This is an optimization exercise on Yosys and OpenROAD, whose aim is small area and a short achievable clock period, not a production implementation. Function was checked by simulation only, so behaviour that the tests miss may differ from the original. Power figures rest on the tool's default switching activity, not on a simulated workload.

==> lagoon: inputs <==
Design CPU, start of the top module:
module CPU(reset, clk, imem_addr, imem_data, mem_addr, mem_wdata, mem_rdata, mem_read, mem_write);
Settings: LEC_CHECK=0, CAP_MARGIN=20, CORE_MARGIN=2, CORE_UTILIZATION=50, SLEW_MARGIN=20, SYNTH_HIERARCHICAL=1; clock period 10.0 ns.
standard.sh (not shown) runs the stock make flow with config.mk's settings and CLKGATE_MAP_FILE= SYNTH_SCRIPT=/design/flow/synth_recipe.tcl, a recipe that flattens the netlist after the stock synthesis.
==> flow/flow/run.sh <==
#!/bin/bash
# Layout: the standard ORFS flow (standard.sh), with
#  - timing repair aimed below the clock period (repair_timing runs until the setup
#    slack reaches SETUP_SLACK_MARGIN),
#  - plain buffers on the ports instead of the delay cells buffer_ports picks,
#  - clock tree synthesis without dummy loads, with larger leaf clusters and only the
#    largest clock buffer, which needs fewer buffers in all.
# ORFS writes each step's full log under orfs/logs; make's own output goes to flow.log.
set -euo pipefail
bash standard.sh \
    SETUP_SLACK_MARGIN=6.5 \
    "BUFFER_PORTS_ARGS=-buffer_cell sky130_fd_sc_hd__buf_2" \
    "CTS_ARGS=-sink_clustering_enable -repair_clock_nets -dont_use_dummy_load -buf_list sky130_fd_sc_hd__clkbuf_16 -sink_clustering_size 20 -sink_clustering_max_diameter 100" \
    finish > flow.log 2>&1
==> quartz: changes against lagoon <==
--- a/flow/flow/run.sh
+++ b/flow/flow/run.sh
@@ -8,7 +8,7 @@
 # ORFS writes each step's full log under orfs/logs; make's own output goes to flow.log.
 set -euo pipefail
 bash standard.sh \
-    SETUP_SLACK_MARGIN=6.5 \
+    SETUP_SLACK_MARGIN=6.2 \
     "BUFFER_PORTS_ARGS=-buffer_cell sky130_fd_sc_hd__buf_2" \
     "CTS_ARGS=-sink_clustering_enable -repair_clock_nets -dont_use_dummy_load -buf_list sky130_fd_sc_hd__clkbuf_16 -sink_clustering_size 20 -sink_clustering_max_diameter 100" \
     finish > flow.log 2>&1
--- a/flow/config.mk
+++ b/flow/config.mk
@@ -7,6 +7,6 @@
 export LEC_CHECK = 0
 export CAP_MARGIN = 20
 export CORE_MARGIN = 2
-export CORE_UTILIZATION = 50
+export CORE_UTILIZATION = 40
 export SLEW_MARGIN = 20
 export SYNTH_HIERARCHICAL = 1
==> results.txt <==
- Drt first pass iters: 11
- Fin crit period: 3880 ps
- Initial cell density of the core: 40.2%
- Row count: 149
- Clock power frac: 21.8%
- Footprint of the multi-input gates: 26500 um^2
- Total power: 15.5 mW
- First-pass GRT wire length: 362000 um
- Comb pwr share: 25.8%
- Final Util: 44.4%
- Status: timing/DRC/antenna clean
- Crit Path Max Fanout: 32
- Sequential share of power: 52.4%
- Setup crit end: rf1n_id[8]
That was quartz.
==> results.txt <==
- Fin crit period: 3590 ps
- Initial cell density of the core: 50.4%
- Sequential share of power: 51.3%
- Total power: 15.8 mW
- Row count: 133
- Status: timing/DRC/antenna clean
- Clock power frac: 21.5%
That was lagoon.

---

==> job 6311 <==
==> flow/design.v <==
module CPU(reset, clk, imem_addr, imem_data, mem_addr, mem_wdata, mem_rdata, mem_read, mem_write);
input reset, clk;
output [31:0] imem_addr;
input [31:0] imem_data;
output [31:0] mem_addr;
output [31:0] mem_wdata;
input [31:0] mem_rdata;
output mem_read;
output mem_write;
reg [31:0] PC;
reg [31:0] ir;           
reg [31:0] pc4_id;       
reg [31:0] d1_ex, d2_ex, imm_ex;
reg        fwdA_ex, fwdB_ex;
reg        alusrc2_ex, link_ex;
reg        mrd_ex, mwr_ex, rw_ex, mv_ex, wv_ex;
reg [4:0]  wreg_ex;
reg        sub_ex;
reg [2:0]  rsel_ex;      
reg [1:0]  lop_ex;       
reg [1:0]  sop_ex;       
reg [31:0] outZ_mem, d2_mem;
reg        mrd_mem, mwr_mem, mv_mem, wv_mem, link_mem;
reg [4:0]  wreg_mem;
reg [31:0] rf [1:31];
reg [31:1] rvalid;
wire [5:0] op = ir[31:26];
wire [5:0] fn = ir[5:0];
wire [4:0] rs = ir[25:21];
wire [4:0] rt = ir[20:16];
wire [4:0] rd = ir[15:11];
wire [4:0] sh = ir[10:6];
wire [15:0] imm16 = ir[15:0];
wire opR = (op == 6'h00);
wire fn_alu = (fn[5:3] == 3'b100);                        
wire fn_sh  = (fn == 6'h00) || (fn == 6'h02) || (fn == 6'h03);
wire fn_slt = (fn == 6'h2a);
wire fn_jr  = (fn == 6'h08) || (fn == 6'h09);
wire is_branch = (op == 6'h01) || (op[5:2] == 4'b0001);
wire is_jump   = (op == 6'h02) || (op == 6'h03);
wire is_jr     = opR && fn_jr;
wire is_itype  = (op[5:3] == 3'b001) || (op == 6'h10);      
wire is_lw = (op == 6'h23);
wire is_sw = (op == 6'h2b);
wire defined = is_branch || is_jump || is_itype || is_lw || is_sw ||
               (opR && (fn_jr || fn_alu || fn_sh || fn_slt));
wire undef = !defined;
wire regwrite = !((op == 6'h10) || is_sw || ((op[5:3] == 3'b000) && op != 6'h00 && op != 6'h03) ||
                  (opR && fn == 6'h08));
wire [1:0] regdst = opR ? 2'b00 : (op == 6'h03) ? 2'b10 :
                    ((op >= 6'h04 && op <= 6'h10) || op == 6'h01 || op == 6'h02 || is_lw || is_sw) ? 2'b01 : 2'b11;
wire [4:0] wreg = (regdst == 2'b00) ? rd : (regdst == 2'b01) ? rt : (regdst == 2'b10) ? 5'd31 : 5'd26;
wire mv = regwrite && (wreg != 5'd0);
wire wv = mv && (regdst != 2'b11);
wire alusrc1 = opR && (fn[5:2] == 4'b0000);
wire alusrc2 = (op[5:3] != 3'b000) && (op != 6'h10);
wire memtoreg_alu = is_itype && op != 6'h10 || (opR && (fn_alu || fn_sh || fn_slt));
wire link = regwrite && !is_lw && !memtoreg_alu && (regdst != 2'b11);    
wire extop = !(op == 6'h0c || op == 6'h0d || op == 6'h0e);
wire luop = (op == 6'h0f);
wire [31:0] lu_out = luop ? {imm16, 16'h0000} : {extop ? {16{imm16[15]}} : 16'h0000, imm16};
reg sub_d; reg [2:0] rsel_d; reg [1:0] lop_d; reg [1:0] sop_d;
always @(*) begin
    sub_d = 1'b0; rsel_d = 3'd0; lop_d = 2'd0; sop_d = 2'd0;
    if (opR) begin
        case (fn)
        6'h22, 6'h23: sub_d = 1'b1;
        6'h24: begin rsel_d = 3'd3; lop_d = 2'd0; end
        6'h25: begin rsel_d = 3'd3; lop_d = 2'd1; end
        6'h26: begin rsel_d = 3'd3; lop_d = 2'd2; end
        6'h27: begin rsel_d = 3'd3; lop_d = 2'd3; end
        6'h00: begin rsel_d = 3'd4; sop_d = 2'b00; end
        6'h02: begin rsel_d = 3'd4; sop_d = 2'b01; end
        6'h03: begin rsel_d = 3'd4; sop_d = 2'b11; end
        6'h2a: begin rsel_d = 3'd1; sub_d = 1'b1; end
        default: ;
        endcase
    end else begin
        case (op)
        6'h0c: begin rsel_d = 3'd3; lop_d = 2'd0; end
        6'h0d: begin rsel_d = 3'd3; lop_d = 2'd1; end
        6'h0e: begin rsel_d = 3'd3; lop_d = 2'd2; end
        6'h0a: begin rsel_d = 3'd1; sub_d = 1'b1; end
        6'h0b: rsel_d = 3'd2;
        default: ;
        endcase
    end
end
wire [31:0] rf1 = (rs != 5'd0 && rvalid[rs]) ? rf[rs] : 32'h0;
wire [31:0] rf2 = (rt != 5'd0 && rvalid[rt]) ? rf[rt] : 32'h0;
wire ex_hit_rs = (wreg_ex == rs);
wire ex_hit_rt = (wreg_ex == rt);
wire loaduse = !is_sw && mrd_ex && (ex_hit_rs || ex_hit_rt);
wire special = rw_ex && (is_branch || is_jr) && (wreg_ex != 5'd0) && (ex_hit_rs || ex_hit_rt);
wire exflush = loaduse || special;
wire ifflush = is_branch || is_jump || is_jr || exflush;
wire fwdA_d = !alusrc1 && mv_ex && ex_hit_rs;
wire fwdB_d = (!alusrc2 || is_sw) && mv_ex && ex_hit_rt;
wire mem_hit_rs = (wreg_mem == rs);
wire mem_hit_rt = (wreg_mem == rt);
wire wbA = !alusrc1 && wv_mem && mem_hit_rs;
wire wbB = (!alusrc2 || is_sw) && wv_mem && mem_hit_rt && !(rw_ex && ex_hit_rs);
wire cmp1 = mv_mem && mem_hit_rs;
wire cmp2 = mv_mem && mem_hit_rt;
wire [31:0] c1 = cmp1 ? outZ_mem : rf1;
wire [31:0] c2 = cmp2 ? outZ_mem : rf2;
wire taken = (c1 == c2);
wire [31:0] off = {lu_out[29:0], 2'b00};
wire [31:0] addend = exflush ? 32'hfffffffc : is_branch ? off : 32'd4;
wire [31:0] sum = PC + addend;
wire [31:0] PC_next = undef ? 32'h8 :
                      exflush ? sum :
                      is_branch ? (taken ? sum : PC) :
                      is_jump ? {sum[31:28], ir[25:0], 2'b00} :
                      is_jr ? rf1 :
                      sum;
assign imem_addr = PC;
always @(negedge reset or posedge clk)
    if (!reset) PC <= 32'h0;
    else PC <= PC_next;
always @(negedge reset or posedge clk)
    if (!reset) ir <= 32'h0;
    else ir <= ifflush ? 32'h0 : imem_data;
always @(posedge clk) pc4_id <= sum;
always @(posedge clk) begin
    d1_ex  <= alusrc1 ? {27'h0, sh} : (wbA ? outZ_mem : rf1);
    d2_ex  <= wbB ? outZ_mem : rf2;
    imm_ex <= link ? pc4_id : lu_out;
    wreg_ex <= wreg;
    sub_ex <= sub_d; rsel_ex <= rsel_d; lop_ex <= lop_d; sop_ex <= sop_d;
    alusrc2_ex <= alusrc2;
    link_ex <= link;
end
always @(negedge reset or posedge clk)
    if (!reset) begin
        fwdA_ex <= 1'b0; fwdB_ex <= 1'b0; mrd_ex <= 1'b0; mwr_ex <= 1'b0;
        rw_ex <= 1'b0; mv_ex <= 1'b0; wv_ex <= 1'b0;
    end else if (exflush) begin
        fwdA_ex <= 1'b0; fwdB_ex <= 1'b0; mrd_ex <= 1'b0; mwr_ex <= 1'b0;
        rw_ex <= 1'b0; mv_ex <= 1'b0; wv_ex <= 1'b0;
    end else begin
        fwdA_ex <= fwdA_d; fwdB_ex <= fwdB_d; mrd_ex <= is_lw; mwr_ex <= is_sw;
        rw_ex <= regwrite; mv_ex <= mv; wv_ex <= wv;
    end
wire [31:0] inA = fwdA_ex ? outZ_mem : d1_ex;
wire [31:0] d2f = fwdB_ex ? outZ_mem : d2_ex;
wire [31:0] inB = alusrc2_ex ? imm_ex : d2f;
wire [31:0] s = inA + (sub_ex ? ~inB : inB) + {31'h0, sub_ex};
reg [31:0] lres;
always @(*)
    case (lop_ex)
    2'd0: lres = inA & inB;
    2'd1: lres = inA | inB;
    2'd2: lres = inA ^ inB;
    default: lres = ~(inA | inB);
    endcase
wire [63:0] sraw = {{32{inB[31]}}, inB} >> inA[4:0];
reg [31:0] shres;
always @(*)
    case (sop_ex)
    2'b00: shres = inB << inA[4:0];
    2'b01: shres = inB >> inA[4:0];
    2'b11: shres = sraw[31:0];
    default: shres = 32'h0;
    endcase
reg [31:0] alu;
always @(*)
    case (rsel_ex)
    3'd0: alu = s;
    3'd1: alu = {31'h0, s[31]};
    3'd3: alu = lres;
    3'd4: alu = shres;
    default: alu = 32'h0;
    endcase
always @(posedge clk) begin
    outZ_mem <= alu;
    d2_mem <= link_ex ? imm_ex : d2f;
    wreg_mem <= wreg_ex;
    link_mem <= link_ex;
end
always @(negedge reset or posedge clk)
    if (!reset) begin
        mrd_mem <= 1'b0; mwr_mem <= 1'b0; mv_mem <= 1'b0; wv_mem <= 1'b0;
    end else begin
        mrd_mem <= mrd_ex; mwr_mem <= mwr_ex; mv_mem <= mv_ex; wv_mem <= wv_ex;
    end
assign mem_addr = outZ_mem;
assign mem_wdata = d2_mem;
assign mem_read = mrd_mem;
assign mem_write = mwr_mem;
wire [31:0] wdata = mrd_mem ? mem_rdata : link_mem ? d2_mem : outZ_mem;
integer i;
always @(posedge clk)
    for (i = 1; i < 32; i = i + 1)
        if (wv_mem && wreg_mem == i) rf[i] <= wdata;
always @(negedge reset or posedge clk)
    if (!reset) rvalid <= 31'h0;
    else for (i = 1; i < 32; i = i + 1)
        if (wv_mem && wreg_mem == i) rvalid[i] <= 1'b1;
endmodule
==> flow/run.sh <==
#!/bin/bash
# synth_recipe.tcl (not shown) runs the flow's synth.tcl, then flattens the netlist and writes it again
# the make line also repeats each setting of config.mk as NAME=value (left out here)
make -C /OpenROAD-flow-scripts/flow DESIGN_CONFIG=/design/flow/config.mk WORK_HOME=/design/flow/orfs CLKGATE_MAP_FILE= SYNTH_SCRIPT=/design/flow/synth_recipe.tcl finish
==> flow/config.mk <==
export PLATFORM = sky130hd
export DESIGN_NAME = CPU
export DESIGN_NICKNAME = CPU
export VERILOG_FILES = /design/flow/design.v
export SDC_FILE = /design/flow/constraint.sdc
export NUM_CORES = 8
export LEC_CHECK = 0
export CAP_MARGIN = 20
export CORE_MARGIN = 2
export CORE_UTILIZATION = 40
export SLEW_MARGIN = 20
==> flow/constraint.sdc <==
create_clock -name core_clock -period 10.0 [get_ports {clk}]
set_input_delay 2.0000 -clock core_clock [delete_from_list [all_inputs] [get_ports {clk}]]
set_output_delay 2.0000 -clock core_clock [all_outputs]
set_load 0.01 [all_outputs]
==> job 231 (differences from job 6311) <==
--- a/flow/design.v
+++ b/flow/design.v
@@ -86,8 +86,23 @@
         endcase
     end
 end
-wire [31:0] rf1 = (rs != 5'd0 && rvalid[rs]) ? rf[rs] : 32'h0;
-wire [31:0] rf2 = (rt != 5'd0 && rvalid[rt]) ? rf[rt] : 32'h0;
+wire [30:0] sel1, sel2;
+wire [31:0] rf1, rf2;
+genvar gj, gb;
+generate
+    for (gj = 1; gj < 32; gj = gj + 1) begin : dec
+        assign sel1[gj-1] = rvalid[gj] && (rs == gj);
+        assign sel2[gj-1] = rvalid[gj] && (rt == gj);
+    end
+    for (gb = 0; gb < 32; gb = gb + 1) begin : rdcol
+        wire [30:0] col;
+        for (gj = 1; gj < 32; gj = gj + 1) begin : c
+            assign col[gj-1] = rf[gj][gb];
+        end
+        rf_rdbit u1 (.s(sel1), .d(col), .y(rf1[gb]));
+        rf_rdbit u2 (.s(sel2), .d(col), .y(rf2[gb]));
+    end
+endgenerate
 wire ex_hit_rs = (wreg_ex == rs);
 wire ex_hit_rt = (wreg_ex == rt);
 wire loaduse = !is_sw && mrd_ex && (ex_hit_rs || ex_hit_rt);
@@ -105,11 +120,11 @@
 wire [31:0] c1 = cmp1 ? outZ_mem : rf1;
 wire [31:0] c2 = cmp2 ? outZ_mem : rf2;
 wire taken = (c1 == c2);
-wire [31:0] off = {lu_out[29:0], 2'b00};
-wire [31:0] addend = exflush ? 32'hfffffffc : is_branch ? off : 32'd4;
-wire [31:0] sum = PC + addend;
+wire [31:0] off = {{14{imm16[15]}}, imm16, 2'b00};
+wire [31:0] sum = PC + (is_branch ? off : 32'd4);
+wire [31:0] pcm4 = {PC[31:2] - 30'd1, PC[1:0]};
 wire [31:0] PC_next = undef ? 32'h8 :
-                      exflush ? sum :
+                      exflush ? pcm4 :
                       is_branch ? (taken ? sum : PC) :
                       is_jump ? {sum[31:28], ir[25:0], 2'b00} :
                       is_jr ? rf1 :
@@ -198,3 +213,21 @@
     else for (i = 1; i < 32; i = i + 1)
         if (wv_mem && wreg_mem == i) rvalid[i] <= 1'b1;
 endmodule
+module rf_rdbit(s, d, y);
+input [30:0] s, d;
+output y;
+wire [10:0] g;
+genvar k;
+generate
+    for (k = 0; k < 10; k = k + 1) begin : grp
+        rf_aoi222 u (.a(s[3*k]), .b(d[3*k]), .c(s[3*k+1]), .d(d[3*k+1]), .e(s[3*k+2]), .f(d[3*k+2]), .y(g[k]));
+    end
+endgenerate
+assign g[10] = ~(s[30] & d[30]);
+assign y = ~(&g);
+endmodule
+module rf_aoi222(a, b, c, d, e, f, y);
+input a, b, c, d, e, f;
+output y;
+assign y = ~((a & b) | (c & d) | (e & f));
+endmodule
--- a/flow/config.mk
+++ b/flow/config.mk
@@ -9,3 +9,4 @@
 export CORE_MARGIN = 2
 export CORE_UTILIZATION = 40
 export SLEW_MARGIN = 20
+export SYNTH_HIERARCHICAL = 1
==> results.txt <==
count of cell types in the netlist: 98
Clk. pwr: 5890 uW
GR Util met3: 18.6%
routability cong.: 1.05
Slew HR: 7.19%
status: timing/DRC/antenna clean
Ant. Diodes: 23
switching share of power: 40.0%
DIE AREA: 170000 um^2
(the above is from job 6311)
==> results.txt <==
DIE AREA: 161000 um^2
area delta synth->final: 15.3%
Clk. pwr: 5120 uW
status: timing/DRC/antenna clean
routability cong.: 1.00
switching share of power: 37.6%
hold_sp: wv_ex$_DFF_PN0_
Ant. Diodes: 7
(the above is from job 231)

re-timing with driven ports:
No port has a modelled driver above. Below, the same layouts with a new extraction and two added sets of constraints.
Step 1: set_driving_cell puts a clkbuf_16 on clk and a buf_2 on each other input, an assumption about the parent block.
Step 2, shift: input delay + t, output delay - t, t = (earliest + latest rising clock arrival at the registers) / 2. This alone moves slack from input paths to output paths.
Slacks: ideal / step 1 / step 2; pairs: ideal / step 1.
run | t, ns | setup WS [ns] | worst setup path at the end | pins driven straight from the clock port
lagoon | 0.783 | 6.409 / 6.256 / 5.473 | input to register | 1
quartz | 0.780 | 6.125 / 6.127 / 5.347 | input to register | 1
job 6311 | 0.915 | 2.840 / 2.840 / 2.840 | register to register | 1
job 231 | 0.891 | 3.503 / 3.503 / 3.503 | register to register | 1
After both steps setup and hold are still met in every run listed. The setup slack of lagoon, which loses most, moves by -0.153 ns with the drivers and by -0.936 ns with both steps.
